Context: an optimization exercise on an open-source flow, tuned for small area, a short achievable clock period and few clock cycles per item. The choices shown serve that exercise and are no tape-out recipe.

## old
==> flow/design.v <==
module fft_4pt #(
    parameter DATA_WIDTH = 16
) (
    input clk,
    input rst_n,
    input data_valid_in,
    input  signed [DATA_WIDTH-1:0] x0_r,
    input  signed [DATA_WIDTH-1:0] x0_i,
    input  signed [DATA_WIDTH-1:0] x1_r,
    input  signed [DATA_WIDTH-1:0] x1_i,
    input  signed [DATA_WIDTH-1:0] x2_r,
    input  signed [DATA_WIDTH-1:0] x2_i,
    input  signed [DATA_WIDTH-1:0] x3_r,
    input  signed [DATA_WIDTH-1:0] x3_i,
    output data_valid_out,
    output signed [DATA_WIDTH+1:0] X0_r,
    output signed [DATA_WIDTH+1:0] X0_i,
    output signed [DATA_WIDTH+1:0] X1_r,
    output signed [DATA_WIDTH+1:0] X1_i,
    output signed [DATA_WIDTH+1:0] X2_r,
    output signed [DATA_WIDTH+1:0] X2_i,
    output signed [DATA_WIDTH+1:0] X3_r,
    output signed [DATA_WIDTH+1:0] X3_i
);
    localparam S1 = DATA_WIDTH + 1;    
    localparam S2 = DATA_WIDTH + 2;    
    localparam K  = 14;                 
    localparam HW = S2 - K;            
    function automatic [17:0] add17(input [16:0] a, input [16:0] b, input ci);
        reg [16:0] p, G, P, G2, P2;
        integer i, d;
        begin
            p = a ^ b;  G = a & b;  P = p;
            G[0] = G[0] | (p[0] & ci);
            for (d = 1; d < 17; d = d * 2) begin
                G2 = G;  P2 = P;
                for (i = 0; i < 17; i = i + 1)
                    if (((i + 1) % (2 * d)) == 0) begin
                        G2[i] = G[i] | (P[i] & G[i-d]);  P2[i] = P[i] & P[i-d];
                    end
                G = G2;  P = P2;
            end
            for (d = 16; d >= 1; d = d / 2) begin
                G2 = G;  P2 = P;
                for (i = 0; i < 17; i = i + 1)
                    if (((i + 1) % (2 * d)) == d && i >= 2 * d) begin
                        G2[i] = G[i] | (P[i] & G[i-d]);  P2[i] = P[i] & P[i-d];
                    end
                G = G2;  P = P2;
            end
            add17 = {G[16], p ^ {G[15:0], ci}};
        end
    endfunction
    function automatic [14:0] addk(input [13:0] a, input [13:0] b, input ci);
        reg [13:0] p, G, P, G2, P2;
        integer i, d;
        begin
            p = a ^ b;  G = a & b;  P = p;
            G[0] = G[0] | (p[0] & ci);
            for (d = 1; d < 14; d = d * 2) begin
                G2 = G;  P2 = P;
                for (i = 0; i < 14; i = i + 1)
                    if (((i + 1) % (2 * d)) == 0) begin
                        G2[i] = G[i] | (P[i] & G[i-d]);  P2[i] = P[i] & P[i-d];
                    end
                G = G2;  P = P2;
            end
            for (d = 16; d >= 1; d = d / 2) begin
                G2 = G;  P2 = P;
                for (i = 0; i < 14; i = i + 1)
                    if (((i + 1) % (2 * d)) == d && i >= 2 * d) begin
                        G2[i] = G[i] | (P[i] & G[i-d]);  P2[i] = P[i] & P[i-d];
                    end
                G = G2;  P = P2;
            end
            addk = {G[13], p ^ {G[12:0], ci}};
        end
    endfunction
    function automatic [4:0] addh(input [3:0] a, input [3:0] b, input ci);
        reg [3:0] p, G, P, G2, P2;
        integer i, d;
        begin
            p = a ^ b;  G = a & b;  P = p;
            G[0] = G[0] | (p[0] & ci);
            for (d = 1; d < 4; d = d * 2) begin
                G2 = G;  P2 = P;
                for (i = 0; i < 4; i = i + 1)
                    if (((i + 1) % (2 * d)) == 0) begin
                        G2[i] = G[i] | (P[i] & G[i-d]);  P2[i] = P[i] & P[i-d];
                    end
                G = G2;  P = P2;
            end
            for (d = 16; d >= 1; d = d / 2) begin
                G2 = G;  P2 = P;
                for (i = 0; i < 4; i = i + 1)
                    if (((i + 1) % (2 * d)) == d && i >= 2 * d) begin
                        G2[i] = G[i] | (P[i] & G[i-d]);  P2[i] = P[i] & P[i-d];
                    end
                G = G2;  P = P2;
            end
            addh = {G[3], p ^ {G[2:0], ci}};
        end
    endfunction
    function automatic [S1-1:0] bf1(input [DATA_WIDTH-1:0] a, input [DATA_WIDTH-1:0] b, input sub);
        reg [S1-1:0] bb;
        reg [S1:0]   t;
        begin
            bb = {b[DATA_WIDTH-1], b} ^ {S1{sub}};
            t = add17({a[DATA_WIDTH-1], a}, bb, sub);
            bf1 = t[S1-1:0];
        end
    endfunction
    reg signed [S1-1:0] A_r, A_i, B_r, B_i, C_r, C_i, D_r, D_i;
    always @(posedge clk) begin
        A_r <= bf1(x0_r, x2_r, 1'b0);  A_i <= bf1(x0_i, x2_i, 1'b0);
        B_r <= bf1(x0_r, x2_r, 1'b1);  B_i <= bf1(x0_i, x2_i, 1'b1);
        C_r <= bf1(x1_r, x3_r, 1'b0);  C_i <= bf1(x1_i, x3_i, 1'b0);
        D_r <= bf1(x1_r, x3_r, 1'b1);  D_i <= bf1(x1_i, x3_i, 1'b1);
    end
    function automatic [S2:0] bfly(input [S1-1:0] p, input [S1-1:0] q, input sub);
        reg [S1-1:0] qq;
        reg [K:0]    lo;
        reg [HW-1:0] hi;
        begin
            qq = sub ? ~q : q;
            lo = addk(p[K-1:0], qq[K-1:0], sub);
            hi = addh({p[S1-1], p[S1-1:K]}, {qq[S1-1], qq[S1-1:K]}, 1'b0);
            bfly = {hi, lo};
        end
    endfunction
    reg [S2:0] Y0_r, Y0_i, Y1_r, Y1_i, Y2_r, Y2_i, Y3_r, Y3_i;
    always @(posedge clk) begin
        Y0_r <= bfly(A_r, C_r, 1'b0);  Y0_i <= bfly(A_i, C_i, 1'b0);
        Y1_r <= bfly(B_r, D_i, 1'b0);  Y1_i <= bfly(B_i, D_r, 1'b1);
        Y2_r <= bfly(A_r, C_r, 1'b1);  Y2_i <= bfly(A_i, C_i, 1'b1);
        Y3_r <= bfly(B_r, D_i, 1'b1);  Y3_i <= bfly(B_i, D_r, 1'b0);
    end
    reg valid_s1, valid_s2;
    always @(posedge clk or negedge rst_n) begin
        if (!rst_n) begin
            valid_s1 <= 1'b0;
            valid_s2 <= 1'b0;
        end else begin
            valid_s1 <= data_valid_in;
            valid_s2 <= valid_s1;
        end
    end
    function automatic [S2-1:0] fin(input [S2:0] y);
        reg [HW-1:0] h, t;
        integer i;
        begin
            h = y[S2:K+1];
            for (i = 0; i < HW; i = i + 1)
                t[i] = y[K] & ((h & ((1 << i) - 1)) == ((1 << i) - 1));
            fin = {h ^ t, y[K-1:0]};
        end
    endfunction
    assign X0_r = fin(Y0_r);  assign X0_i = fin(Y0_i);
    assign X1_r = fin(Y1_r);  assign X1_i = fin(Y1_i);
    assign X2_r = fin(Y2_r);  assign X2_i = fin(Y2_i);
    assign X3_r = fin(Y3_r);  assign X3_i = fin(Y3_i);
    assign data_valid_out = valid_s2;
endmodule
clock: 3.0 ns
lec_check: 0
abc_area: 1
cap_margin: 20
core_margin: 2
core_utilization: 62
cts_buf_list: sky130_fd_sc_hd__clkbuf_4 sky130_fd_sc_hd__clkbuf_8
cts_cluster_diameter: 60
cts_cluster_size: 16
setup_slack_margin: 0.6
slew_margin: 20
buffer_ports_args: -buffer_cell sky130_fd_sc_hd__buf_1
standard.sh (not shown) runs the stock make flow with config.mk's settings and CLKGATE_MAP_FILE= SYNTH_SCRIPT=/design/flow/synth_recipe.tcl, a recipe that flattens the netlist after the stock synthesis.
==> flow/flow/run.sh <==
#!/bin/bash
# The standard layout (standard.sh), with the port buffers that buffer_ports
# inserts made of plain buf_1 cells instead of its default delay buffer.
set -euo pipefail
cd "$(dirname "$0")/.."
echo "export BUFFER_PORTS_ARGS = -buffer_cell sky130_fd_sc_hd__buf_1" >> config.mk
bash standard.sh > standard.log 2>&1
## Diff of input files: new against old
--- a/flow/design.v
+++ b/flow/design.v
@@ -22,11 +22,11 @@
     output signed [DATA_WIDTH+1:0] X3_r,
     output signed [DATA_WIDTH+1:0] X3_i
 );
     localparam S1 = DATA_WIDTH + 1;    
     localparam S2 = DATA_WIDTH + 2;    
-    localparam K  = 14;                 
+    localparam K  = 15;                 
     localparam HW = S2 - K;            
     function automatic [17:0] add17(input [16:0] a, input [16:0] b, input ci);
         reg [16:0] p, G, P, G2, P2;
         integer i, d;
         begin
@@ -49,58 +49,51 @@
                 G = G2;  P = P2;
             end
             add17 = {G[16], p ^ {G[15:0], ci}};
         end
     endfunction
-    function automatic [14:0] addk(input [13:0] a, input [13:0] b, input ci);
-        reg [13:0] p, G, P, G2, P2;
+    function automatic [15:0] addk(input [14:0] a, input [14:0] b, input ci);
+        reg [14:0] p, G, P, G2, P2;
+        integer i, d, k;
+        begin
+            p = a ^ b;  G = a & b;  P = p;
+            G[0] = G[0] | (p[0] & ci);
+            for (d = 1; d < 15; d = d * 2) begin
+                G2 = G;  P2 = P;
+                for (i = 0; i < 15; i = i + 1)
+                    if (i & d) begin
+                        k = (i & ~(d - 1)) - 1;
+                        G2[i] = G[i] | (P[i] & G[k]);  P2[i] = P[i] & P[k];
+                    end
+                G = G2;  P = P2;
+            end
+            addk = {G[14], p ^ {G[13:0], ci}};
+        end
+    endfunction
+    function automatic [3:0] addh(input [2:0] a, input [2:0] b, input ci);
+        reg [2:0] p, G, P, G2, P2;
         integer i, d;
         begin
             p = a ^ b;  G = a & b;  P = p;
             G[0] = G[0] | (p[0] & ci);
-            for (d = 1; d < 14; d = d * 2) begin
+            for (d = 1; d < 3; d = d * 2) begin
                 G2 = G;  P2 = P;
-                for (i = 0; i < 14; i = i + 1)
+                for (i = 0; i < 3; i = i + 1)
                     if (((i + 1) % (2 * d)) == 0) begin
                         G2[i] = G[i] | (P[i] & G[i-d]);  P2[i] = P[i] & P[i-d];
                     end
                 G = G2;  P = P2;
             end
             for (d = 16; d >= 1; d = d / 2) begin
                 G2 = G;  P2 = P;
-                for (i = 0; i < 14; i = i + 1)
+                for (i = 0; i < 3; i = i + 1)
                     if (((i + 1) % (2 * d)) == d && i >= 2 * d) begin
                         G2[i] = G[i] | (P[i] & G[i-d]);  P2[i] = P[i] & P[i-d];
                     end
                 G = G2;  P = P2;
             end
-            addk = {G[13], p ^ {G[12:0], ci}};
-        end
-    endfunction
-    function automatic [4:0] addh(input [3:0] a, input [3:0] b, input ci);
-        reg [3:0] p, G, P, G2, P2;
-        integer i, d;
-        begin
-            p = a ^ b;  G = a & b;  P = p;
-            G[0] = G[0] | (p[0] & ci);
-            for (d = 1; d < 4; d = d * 2) begin
-                G2 = G;  P2 = P;
-                for (i = 0; i < 4; i = i + 1)
-                    if (((i + 1) % (2 * d)) == 0) begin
-                        G2[i] = G[i] | (P[i] & G[i-d]);  P2[i] = P[i] & P[i-d];
-                    end
-                G = G2;  P = P2;
-            end
-            for (d = 16; d >= 1; d = d / 2) begin
-                G2 = G;  P2 = P;
-                for (i = 0; i < 4; i = i + 1)
-                    if (((i + 1) % (2 * d)) == d && i >= 2 * d) begin
-                        G2[i] = G[i] | (P[i] & G[i-d]);  P2[i] = P[i] & P[i-d];
-                    end
-                G = G2;  P = P2;
-            end
-            addh = {G[3], p ^ {G[2:0], ci}};
+            addh = {G[2], p ^ {G[1:0], ci}};
         end
     endfunction
     function automatic [S1-1:0] bf1(input [DATA_WIDTH-1:0] a, input [DATA_WIDTH-1:0] b, input sub);
         reg [S1-1:0] bb;
         reg [S1:0]   t;
==> comparison <==
new and old all finish clean. Of new and old, the lower number of global-route vias before repair belongs to old. In the reports for new and old, the smaller initial antenna violation count belongs to old. Area added between synthesis and finish in new is 0.46 points below old. Compared with old, new degrades first-pass GRT wire length. Cell area | new vs old | new larger. Die area: new > old.
No run of this note included a check of the RTL's function; only the layout flow was run.

-- what the ideal ports hide --
In the flow no input, the clock included, has a driving cell. The finished layouts below were timed again as built, in two steps. Step 1 sets driving cells, clkbuf_16 on the clock port and buf_2 on the other inputs (assumed; they add their load-dependent delay and slew). Step 2 times the ports against the registers' clock, not the clock port: input delays grow and output delays shrink by t, the midpoint of the rising clock arrivals with the driver on. Slacks: no drivers / after step 1 / after step 2; pairs: no drivers / after step 1.
| run | shift t [ns] | setup slack, ns | cell pins on the clock port's net |
|---|---|---|---|
| old | 0.619 | 0.706 / 0.706 / 0.298 | 1 |
| new | 0.640 | 0.695 / 0.695 / 0.284 | 1 |
After both steps every run listed still meets setup and hold. For new, which loses most, drivers alone change the setup slack by 0.000 ns; drivers and shift together by -0.411 ns.
